From an optimization exercise on the open Yosys and OpenROAD flow, aimed at small area; shortcuts taken in it are not production practice. Only simulation tests tie the RTL to the original design; equivalence was not proved. Power is estimated from default activity; no workload was simulated.

==> inputs of job 6861 <==
==> flow/design.v (excerpt) <==
module mst_fifo_top (
  input  wire RST_N,
  input  wire MLTCN,  
  input  wire STREN,  
  input  wire ERDIS,  
  input  wire R_OOB,
  input  wire W_OOB,  
  input  wire CLK,
  input  wire [31:0] DATA_I,    
  input  wire [3:0]  BE_I,      
  output wire [31:0] DATA_O,    
  output wire [3:0]  BE_O,      
  output wire DT_OE_N,          
  output wire BE_OE_N,          
  input  wire RXF_N,     
  input  wire TXE_N,
  output wire WR_N,     
  output wire RD_N,
  output wire OE_N,
  output wire [3:0] STRER
);
clock: 10.0 ns
lec_check: 0
cap_margin: 20
core_margin: 2
core_utilization: 65
cts_buf_list: sky130_fd_sc_hd__clkbuf_8
cts_cluster_diameter: 45
cts_cluster_size: 16
place_density: 0.75
slew_margin: 20
standard.sh (not shown) runs the stock make flow with config.mk's settings and CLKGATE_MAP_FILE= SYNTH_SCRIPT=/design/flow/synth_recipe.tcl, a recipe that flattens the netlist after the stock synthesis.
==> flow/flow/run.sh <==
#!/bin/bash
# Own layout flow: the standard layout (standard.sh) with two changes.
#  1. Synthesis is the standard synthesis script except that the final
#     ABC technology mapping uses flow/area.abc (Yosys's default ABC mapping
#     with more area recovery, under the clock-period delay target) instead
#     of ORFS's speed script.
#     Registers are mapped by the same dfflibmap step before ABC, so their
#     names and cell types are the standard synthesis's.
#  2. Clock tree synthesis does not insert dummy loads.
#  3. Port buffers (every input and output still gets one) are the
#     smallest buffer, buf_1, instead of the resizer's pick.
# Each step's full output is in orfs/logs/ (ORFS writes one log per step);
# make's own output is in flow_make.log.
set -euo pipefail
W=$(pwd)
mkdir -p "$W/myflow"
# synthesis script: synth_recipe.tcl sourcing a copy of ORFS's synth.tcl
sed "s#^  log_cmd abc {\\*}\$abc_args#  log_cmd abc -script $W/flow/area.abc {*}[lrange \$abc_args 2 end]#" \
  "$FLOW_HOME/scripts/synth.tcl" > "$W/myflow/synth.tcl"
grep -q "log_cmd abc -script $W/flow/area.abc" "$W/myflow/synth.tcl"
sed "s#source \$::env(SCRIPTS_DIR)/synth.tcl#source $W/myflow/synth.tcl#" \
  "$W/synth_recipe.tcl" > "$W/myflow/synth_recipe.tcl"
grep -q "source $W/myflow/synth.tcl" "$W/myflow/synth_recipe.tcl"
#
CTS="-sink_clustering_enable -repair_clock_nets -dont_use_dummy_load"
CTS="$CTS -sink_clustering_size 16 -sink_clustering_max_diameter 45"
CTS="$CTS -buf_list sky130_fd_sc_hd__clkbuf_8"
bash "$W/standard.sh" "SYNTH_SCRIPT=$W/myflow/synth_recipe.tcl" "CTS_ARGS=$CTS" \
  "BUFFER_PORTS_ARGS=-buffer_cell sky130_fd_sc_hd__buf_1" finish \
  > "$W/flow_make.log" 2>&1
test -s "$W/out/final.def"
==> flow/flow/area.abc <==
strash
&get -n
&fraig -x
&put
scorr
dc2
dretime
strash
&get -n
&dch -f
&nf -R 1000
&put
==> job 4161: changes against job 6861 <==
--- a/flow/design.v
+++ b/flow/design.v
@@ -45,70 +45,65 @@
   output  wire [35:0] mem_d,	 
   input   wire [35:0] mem_q	 
   );
 localparam [AW:0] AFULL_CH  = (1 << (AW-2)) - 5;  
 localparam [AW:0] AFULL_ALL = (1 << AW) - 5;      
 wire [1:0] ch = fifowrid;
-reg [AW-1:0] wrcnt0, rdcnt0;
+reg [AW-1:0] wrcnt0;
 reg [AW:0]   fifolen0;
 reg [AW-3:0] wrcnt1, wrcnt2, wrcnt3;
-reg [AW-3:0] rdcnt1, rdcnt2, rdcnt3;
 reg [AW-2:0] fifolen1, fifolen2, fifolen3;
-reg [AW-1:0] wrcnt, rdcnt;
+reg [AW-1:0] wrcnt;
 reg [AW:0]   fifolen;
 always @(*)
   case (ch)
-    2'b00: begin wrcnt = wrcnt0; rdcnt = rdcnt0; fifolen = fifolen0; end
-    2'b01: begin wrcnt = {2'b00, wrcnt1}; rdcnt = {2'b00, rdcnt1}; fifolen = {2'b00, fifolen1}; end
-    2'b10: begin wrcnt = {2'b00, wrcnt2}; rdcnt = {2'b00, rdcnt2}; fifolen = {2'b00, fifolen2}; end
-    default: begin wrcnt = {2'b00, wrcnt3}; rdcnt = {2'b00, rdcnt3}; fifolen = {2'b00, fifolen3}; end
+    2'b00: begin wrcnt = wrcnt0; fifolen = fifolen0; end
+    2'b01: begin wrcnt = {2'b00, wrcnt1}; fifolen = {2'b00, fifolen1}; end
+    2'b10: begin wrcnt = {2'b00, wrcnt2}; fifolen = {2'b00, fifolen2}; end
+    default: begin wrcnt = {2'b00, wrcnt3}; fifolen = {2'b00, fifolen3}; end
   endcase
 assign fifonempt[0] = |fifolen0;
 assign fifonempt[1] = |fifolen1;
 assign fifonempt[2] = |fifolen2;
 assign fifonempt[3] = |fifolen3;
 wire full     = mltcn ? fifolen[AW-2] : fifolen[AW];
 wire notempty = |fifolen;
 assign mem_we = fifowr & (!full);
 wire   mem_re = fiford & notempty;
 wire [AW-1:0] wrinc = wrcnt + 1'b1;
-wire [AW-1:0] rdinc = rdcnt + 1'b1;
+wire [AW-1:0] rdcnt = wrcnt - fifolen[AW-1:0];
 wire [AW:0]   lennx = mem_we ? fifolen + 1'b1 : fifolen - 1'b1;
 wire          lenup = mem_we | mem_re;
 assign mem_a = mltcn ? {ch, mem_we ? wrcnt[AW-3:0] : rdcnt[AW-3:0]}
-                     : (mem_we ? wrcnt0 : rdcnt0);
+                     : (mem_we ? wrcnt0 : rdcnt);
 assign mem_d = fifo_din;
 assign fifo_dout = mem_q;
 always @(posedge clk or negedge rst_n)
   if (!rst_n)
   begin
-    wrcnt0 <= {AW{1'b0}};   rdcnt0 <= {AW{1'b0}};   fifolen0 <= {(AW+1){1'b0}};
-    wrcnt1 <= {(AW-2){1'b0}}; rdcnt1 <= {(AW-2){1'b0}}; fifolen1 <= {(AW-1){1'b0}};
-    wrcnt2 <= {(AW-2){1'b0}}; rdcnt2 <= {(AW-2){1'b0}}; fifolen2 <= {(AW-1){1'b0}};
-    wrcnt3 <= {(AW-2){1'b0}}; rdcnt3 <= {(AW-2){1'b0}}; fifolen3 <= {(AW-1){1'b0}};
+    wrcnt0 <= {AW{1'b0}};     fifolen0 <= {(AW+1){1'b0}};
+    wrcnt1 <= {(AW-2){1'b0}}; fifolen1 <= {(AW-1){1'b0}};
+    wrcnt2 <= {(AW-2){1'b0}}; fifolen2 <= {(AW-1){1'b0}};
+    wrcnt3 <= {(AW-2){1'b0}}; fifolen3 <= {(AW-1){1'b0}};
   end
   else
     case (ch)
       2'b00: begin
         if (mem_we) wrcnt0 <= wrinc;
-        if (mem_re) rdcnt0 <= rdinc;
         if (lenup)  fifolen0 <= lennx;
       end
       2'b01: begin
         if (mem_we) wrcnt1 <= wrinc[AW-3:0];
-        if (mem_re) rdcnt1 <= rdinc[AW-3:0];
         if (lenup)  fifolen1 <= lennx[AW-2:0];
       end
       2'b10: begin
         if (mem_we) wrcnt2 <= wrinc[AW-3:0];
-        if (mem_re) rdcnt2 <= rdinc[AW-3:0];
         if (lenup)  fifolen2 <= lennx[AW-2:0];
       end
       default: begin
         if (mem_we) wrcnt3 <= wrinc[AW-3:0];
-        if (mem_re) rdcnt3 <= rdinc[AW-3:0];
         if (lenup)  fifolen3 <= lennx[AW-2:0];
       end
     endcase
 always @ (posedge clk or negedge rst_n)
   begin
     if (!rst_n)
@@ -130,19 +125,20 @@
   end
 endmodule
 module mst_data_gen (
   input  wire        rst_n,
   input  wire        clk,
   input  wire        clr,      
+  input  wire        en,       
   input  wire [1:0]  ch,       
   input  wire        req,      
   input  wire [31:0] q,        
   output wire [31:0] dat       
 );
   reg [3:0]  rst_v;            
-  assign dat = q | {32{rst_v[ch]}};
+  assign dat = q | {32{en & rst_v[ch]}};    
   always @ (posedge clk or negedge rst_n)
     if (!rst_n)
       rst_v <= 4'hf;
     else if (clr)
       rst_v <= 4'hf;
     else if (req)
@@ -192,22 +188,23 @@
      input  wire        clk,
      input  wire        rst_n,
      input  wire        prefena,    
      input  wire        prefreq,    
      input  wire        prefmod,    
      input  wire [1:0]  prefchn,    
+     input  wire        prefmask,   
      output wire [3:0]  prefnempt,  
      output wire [35:0] prefdout,   
      output wire        ififord,    
      input  wire [3:0]  ifnempt,    
      input  wire [35:0] ififodat,   
      output wire        genreq,     
      input  wire [31:0] gendat      
      );
 reg  [35:0] pdat [0:15];
-reg  [15:0] pwf;
+wire [3:0]  pwrap;        
 reg  [11:0] plen;         
 reg  [7:0]  pwc;          
 reg         prefwr;
 wire [2:0] len  = plen[prefchn*3 +: 3];
 wire [1:0] wc   = pwc[prefchn*2 +: 2];
 wire       full = len[2];
@@ -216,22 +213,35 @@
 assign prefnempt[2] = |plen[8:6];
 assign prefnempt[3] = |plen[11:9];
 wire write = prefwr & !full;
 wire read  = prefreq & prefnempt[prefchn];
 wire [3:0]  wa = {prefchn, wc};
 wire [3:0]  ra = {prefchn, wc - len[1:0]};
-wire [35:0] prefdin = prefmod ? {4'hf, gendat} : ififodat;
+wire [35:0] prefdin = {ififodat[35:32] | {4{prefmod}}, gendat};
 always @(posedge clk)
   if (write)
     pdat[wa] <= prefdin;
-always @(posedge clk or negedge rst_n)
-  if (!rst_n)
-    pwf <= 16'h0;
-  else if (write)
-    pwf[wa] <= 1'b1;
-wire [15:0] rsel = (16'h1 << ra) & pwf;
+wire [15:0] pwf;
+genvar gw, gk;
+generate
+  for (gw = 0; gw < 4; gw = gw + 1)
+  begin : g_pwf
+    reg wrapped;
+    always @(posedge clk or negedge rst_n)
+      if (!rst_n)
+        wrapped <= 1'b0;
+      else if (write & (wc == 2'd3) & (prefchn == gw))
+        wrapped <= 1'b1;
+    assign pwrap[gw] = wrapped;
+    for (gk = 0; gk < 4; gk = gk + 1)
+    begin : g_k
+      assign pwf[gw*4 + gk] = pwrap[gw] | (pwc[gw*2 +: 2] > gk);
+    end
+  end
+endgenerate
+wire [15:0] rsel = (16'h1 << ra) & pwf & {16{!prefmask}};
 reg  [35:0] pout;
 integer i;
 always @(*)
 begin
   pout = 36'h0;
   for (i = 0; i < 16; i = i + 1)
@@ -302,13 +312,14 @@
   output  [35:0] ififo_wdat,
   output wire prefena,
   output wire prefreq,
   output wire prefmod,
   output wire [1:0] prefchn,
   input [ 3:0]  prefnempt, 
-  input [35:0]  prefdout
+  input [35:0]  prefdout,     
+  output        prefmask      
 );
   localparam IDLE	= 2'b00;
   localparam MDLE	= 2'b01;
   localparam MTRD	= 2'b10;
   localparam MTWR	= 2'b11;
   reg [1:0] nxt_state, cur_stap1, cur_stap2, cur_stap3, cur_stap4;
@@ -382,17 +393,17 @@
   always @ (posedge clk or negedge rst_n)
   begin
     if (~rst_n)
       ifsm_cond <= 4'h0;
     else if (!mltcn)
     begin
-      ifsm_cond[0] <= (cur_stap1 == IDLE) & (!imst_rd_n[0]) & (!rxf_n)& (!ibuf_ful[0]); 
-      ifsm_cond[1] <= (cur_state == MTRD) & ( imst_rd_n[0]  | (rxf_n  & (!rxf_n_p1))  | ibuf_ful[0]) ; 
-      ifsm_cond[2] <= (cur_state == MDLE) & (!imst_wr_n[0]) & (!txe_n)& (ibuf_nep[0]  | stren | w_1byte) & (!w_1flag);
+      ifsm_cond[0] <= (cur_stap1 == IDLE) & (!imst_rd_n[0]) & (!rxf_n)& (!ibuf_ful[ichannel]); 
+      ifsm_cond[1] <= (cur_state == MTRD) & ( imst_rd_n[0]  | (rxf_n  & (!rxf_n_p1))  | ibuf_ful[ichannel]) ; 
+      ifsm_cond[2] <= (cur_state == MDLE) & (!imst_wr_n[0]) & (!txe_n)& (ibuf_nep[ichannel]  | stren | w_1byte) & (!w_1flag);
       ifsm_cond[3] <= (cur_stap3 == MTWR) & ( imst_wr_n[0]  | (txe_n  & (!txe_n_p1))  | r_oobe |
-		                            ((!ififonempt[0]) & (!stren) & (!prefnempt[0]))) ; 
+		                            ((!ififonempt[ichannel]) & (!stren) & (!prefnempt[ichannel]))) ; 
     end 
     else 
     begin 
       ifsm_cond[0] <= (!imst_rd_n[ichannel]) & (!irxf_n[ichannel])  & (!ibuf_ful[ichannel]) & (cur_stap3 == IDLE); 
       ifsm_cond[1] <= ( imst_rd_n[ichannel]  | (rxf_n & (!rxf_n_p1))|   ibuf_ful[ichannel]) & (cur_state == MTRD); 
       ifsm_cond[2] <= (!imst_wr_n[ichannel]) & (!itxe_n[ichannel])  & (ibuf_nep[ichannel] | stren) & (cur_stap3 == MDLE);
@@ -444,33 +455,42 @@
   end
 reg  [31:0] rdata;
 reg  [3:0] rbe; 
 reg  rvalid;
 wire [31:0] wdata;
 wire [3:0] wbe; 
+  assign prefmask = remv[ichannel];
+  reg [35:0] wsel;
+  integer k;
+  always @(*)
+  begin
+    wsel = {wbe, wdata};
+    for (k = 0; k < 4; k = k + 1)
+      wsel = wsel | (remd[k] & {36{remv[k] & (ichannel == k)}});
+  end
   always @ (posedge clk)
   begin
     if ((cur_state == MTWR) || (cur_stap1 == MTWR)) 
       if (!mltcn) 
       begin
-        odata <= r_oobe ? 32'h0000_0036 : (remv[0] ? remd[0][31:0]  : wdata[31:0]);
-        obe   <= r_oobe ? 4'h1          : (remv[0] ? remd[0][35:32] : wbe);
+        odata <= r_oobe ? 32'h0000_0036 : wsel[31:0];
+        obe   <= r_oobe ? 4'h1          : wsel[35:32];
       end 
       else 
       begin 
         if ((cur_stap1 != MTWR) | (cur_stap2 != MTWR))
         begin 
           odata[31:16] <= 16'hffff; 
           odata[15:8]  <= odata[15:8];
           odata[7:0]   <= {6'b000000,ichannel} + 1'b1; 
           obe          <= 4'h1;
         end 
         else 
         begin
-          odata <= remv[ichannel] ? remd[ichannel][31:0]  : wdata[31:0];
-          obe   <= remv[ichannel] ? remd[ichannel][35:32] : wbe;
+          odata <= wsel[31:0];
+          obe   <= wsel[35:32];
         end 
       end 
     else if ((cur_state == MTRD) & mltcn)
       begin 
         odata[31:16] <= 16'hffff; 
         odata[15:8]  <= odata[15:8];
@@ -537,13 +557,13 @@
         if (!mltcn) 
         begin
       	  dt_oe_n	<= 1'b0; 
       	  be_oe_n 	<= 1'b0;
           if ((cur_stap3 == MTWR) && (cur_stap4 == MDLE)) 
             wr_n        <= 1'b0; 
-          else if (((!prefnempt[0]) & (!stren)) | r_oobe | txe_n)
+          else if (((!prefnempt[ichannel]) & (!stren)) | r_oobe | txe_n)
 	    wr_n 	<= 1'b1;
       	  rd_n		<= 'b1; 
       	  oe_n		<= 'b1;
         end 
         else 
         begin 
@@ -562,14 +582,14 @@
   end
   wire readburst;
   reg  readburst_p1; 
   wire rd245;
   wire rd600; 
   wire rema600;
-  assign rd245 = (!mltcn) && (!txe_n) && (prefnempt[0] | stren) && (!r_oobe) && (cur_stap3 == MTWR) 
-                          && (!remv[0]) && (!mst_wr_n_p4) && prefena;  
+  assign rd245 = (!mltcn) && (!txe_n) && (prefnempt[ichannel] | stren) && (!r_oobe) && (cur_stap3 == MTWR) 
+                          && (!remv[ichannel]) && (!mst_wr_n_p4) && prefena;  
   assign rd600 =   mltcn  && (!rxf_n) && (!wr_n) && (prefnempt[ichannel] | stren) && (cur_stap3 == MTWR); 
   assign rema600 = (!remv[ichannel]) & (cur_stap2 == MTWR) & (cur_stap3 != MTWR) & mltcn;
   assign readburst  = rd245 | rd600;
   wire rem_clr = ((cur_stap3 == MTWR) && (cur_stap4 == MDLE) && (!mltcn)) ||
                  ((cur_stap2 == MTWR) && (cur_stap3 == MDLE) && mltcn);
   wire rem_set = readburst_p1 & (mltcn ? (wr_n | rxf_n) : ((!wr_n) & txe_n));
@@ -685,13 +705,14 @@
   wire [35:0] ififo_rdat;
   wire prefena;
   wire prefreq;
   wire prefmod;
   wire[ 1:0]  prefchn;
   wire[ 3:0]  prefnempt;
-  wire[35:0]  prefdout; 
+  wire[35:0]  prefdout;
+  wire        prefmask;
   mst_fifo_fsm i1_fsm (
     .rst_n	(RST_N),
     .clk		(CLK),
     .txe_n	(TXE_N),
     .rxf_n	(RXF_N),
     .idata	(DATA_I),
@@ -722,21 +743,23 @@
     .ififo_wdat	(ififo_wdat),
     .prefena   (prefena),
     .prefreq   (prefreq),
     .prefmod   (prefmod),
     .prefchn   (prefchn),
     .prefnempt (prefnempt),
-    .prefdout  (prefdout)
+    .prefdout  (prefdout),
+    .prefmask  (prefmask)
   );
    mst_pre_fet i2_pref (
     .clk      (CLK),
     .rst_n    (RST_N),
     .prefena  (prefena),    
     .prefreq  (prefreq),    
     .prefmod  (prefmod),
-    .prefchn  (prefchn),       
+    .prefchn  (prefchn),
+    .prefmask (prefmask),
     .prefnempt(prefnempt),     
     .prefdout (prefdout),     
     .ififord  (ififord),
     .ifnempt  (ififonempt),    
     .ififodat (ififo_rdat),  
     .genreq   (gen_req),
@@ -761,12 +784,13 @@
     .seq_err	(tp_seq_err)
   );
   mst_data_gen i4_gen(
     .rst_n	(RST_N),
     .clk	(CLK),
     .clr	(R_OOB),
+    .en	(STREN),
     .ch	(prefchn),
     .req	(gen_req),
     .q	(mem_q32),
     .dat	(gen_dat)
   );
   wire [31:0] seq_nxt = (chk_vld ? chk_exp : gen_dat) + 1'b1;
--- a/flow/flow/run.sh
+++ b/flow/flow/run.sh
@@ -20,12 +20,12 @@
 grep -q "log_cmd abc -script $W/flow/area.abc" "$W/myflow/synth.tcl"
 sed "s#source \$::env(SCRIPTS_DIR)/synth.tcl#source $W/myflow/synth.tcl#" \
   "$W/synth_recipe.tcl" > "$W/myflow/synth_recipe.tcl"
 grep -q "source $W/myflow/synth.tcl" "$W/myflow/synth_recipe.tcl"
 #
 CTS="-sink_clustering_enable -repair_clock_nets -dont_use_dummy_load"
-CTS="$CTS -sink_clustering_size 16 -sink_clustering_max_diameter 45"
+CTS="$CTS -sink_clustering_size 20 -sink_clustering_max_diameter 45"
 CTS="$CTS -buf_list sky130_fd_sc_hd__clkbuf_8"
 bash "$W/standard.sh" "SYNTH_SCRIPT=$W/myflow/synth_recipe.tcl" "CTS_ARGS=$CTS" \
   "BUFFER_PORTS_ARGS=-buffer_cell sky130_fd_sc_hd__buf_1" finish \
   > "$W/flow_make.log" 2>&1
 test -s "$W/out/final.def"
- CAP_MARGIN: 20 -> 10
- CTS_CLUSTER_SIZE: 16 -> 20
- SLEW_MARGIN: 20 -> 10
==> qor summary <==
| metric | job 6861 | job 4161 |
|---|---|---|
| Result of the run | timing/DRC/antenna clean | timing/DRC/antenna clean |
| FF-to-FF setup slack | 1.77 ns | 1.80 ns |
| Syn avg cell area | 17.9 sq um | 18.4 sq um |
| Clock network power consumption | 0.00419 W | 0.00396 W |
| Tapcell count | 1,536 | 1,524 |
| Via-to-Cell Ratio | 7.66 | 7.65 |
| Cells after synthesis | 4,332 | 4,110 |
| Area used by sequential logic in the layout | 0.0624 sq mm | 0.0618 sq mm |
| Non-filler cells in the finished layout | 6,331 | 6,052 |
| 1st-iter DRT viols | 9,735 | 9,392 |
| Fraction of final layout cells with drive strength greater than 1 | 0.120 | 0.109 |
| FFs & Latches | 2,123 | 2,097 |
| Critical hold path startpoint | i1_fsm.w_oob_p1$_DFF_PN0_ | i1_fsm.mst_rd_n_p1[2]$_DFF_PN1_ |
| Number of global-route vias before repair | 46,400 | 44,500 |
| Number of nets in the layout | 4,856 | 4,596 |
| DRT met1 WL | 78.4 mm | 73.2 mm |
| Vertical die dimension | 349 microns | 345 microns |

-- port drivers added, routing unchanged --
How much do the figures lean on ideal ports? The routed layouts below were timed once more, with nothing changed but the port constraints.
Step 1 sets driving cells, clkbuf_16 on the clock port and buf_2 on the other inputs (assumed; they add their load-dependent delay and slew).
Step 2 moves the port delays by t, midway between the first and last clock arrival at a register: inputs arrive t later, outputs are due t later. That takes back most of the time a late clock gives input paths.
Three values: ideal ports, drivers, drivers and shift; two values: the first two.
run | t, ns | setup WS [ns] | pins driven straight from the clock port
job 6861 | 0.960 | 1.722 / 1.769 / 0.822 | 1
job 4161 | 0.954 | 1.781 / 1.804 / 0.859 | 1
After both steps setup and hold are still met in every run listed. For job 4161, which loses most, drivers alone change the setup slack by +0.023 ns; drivers and shift together by -0.922 ns.
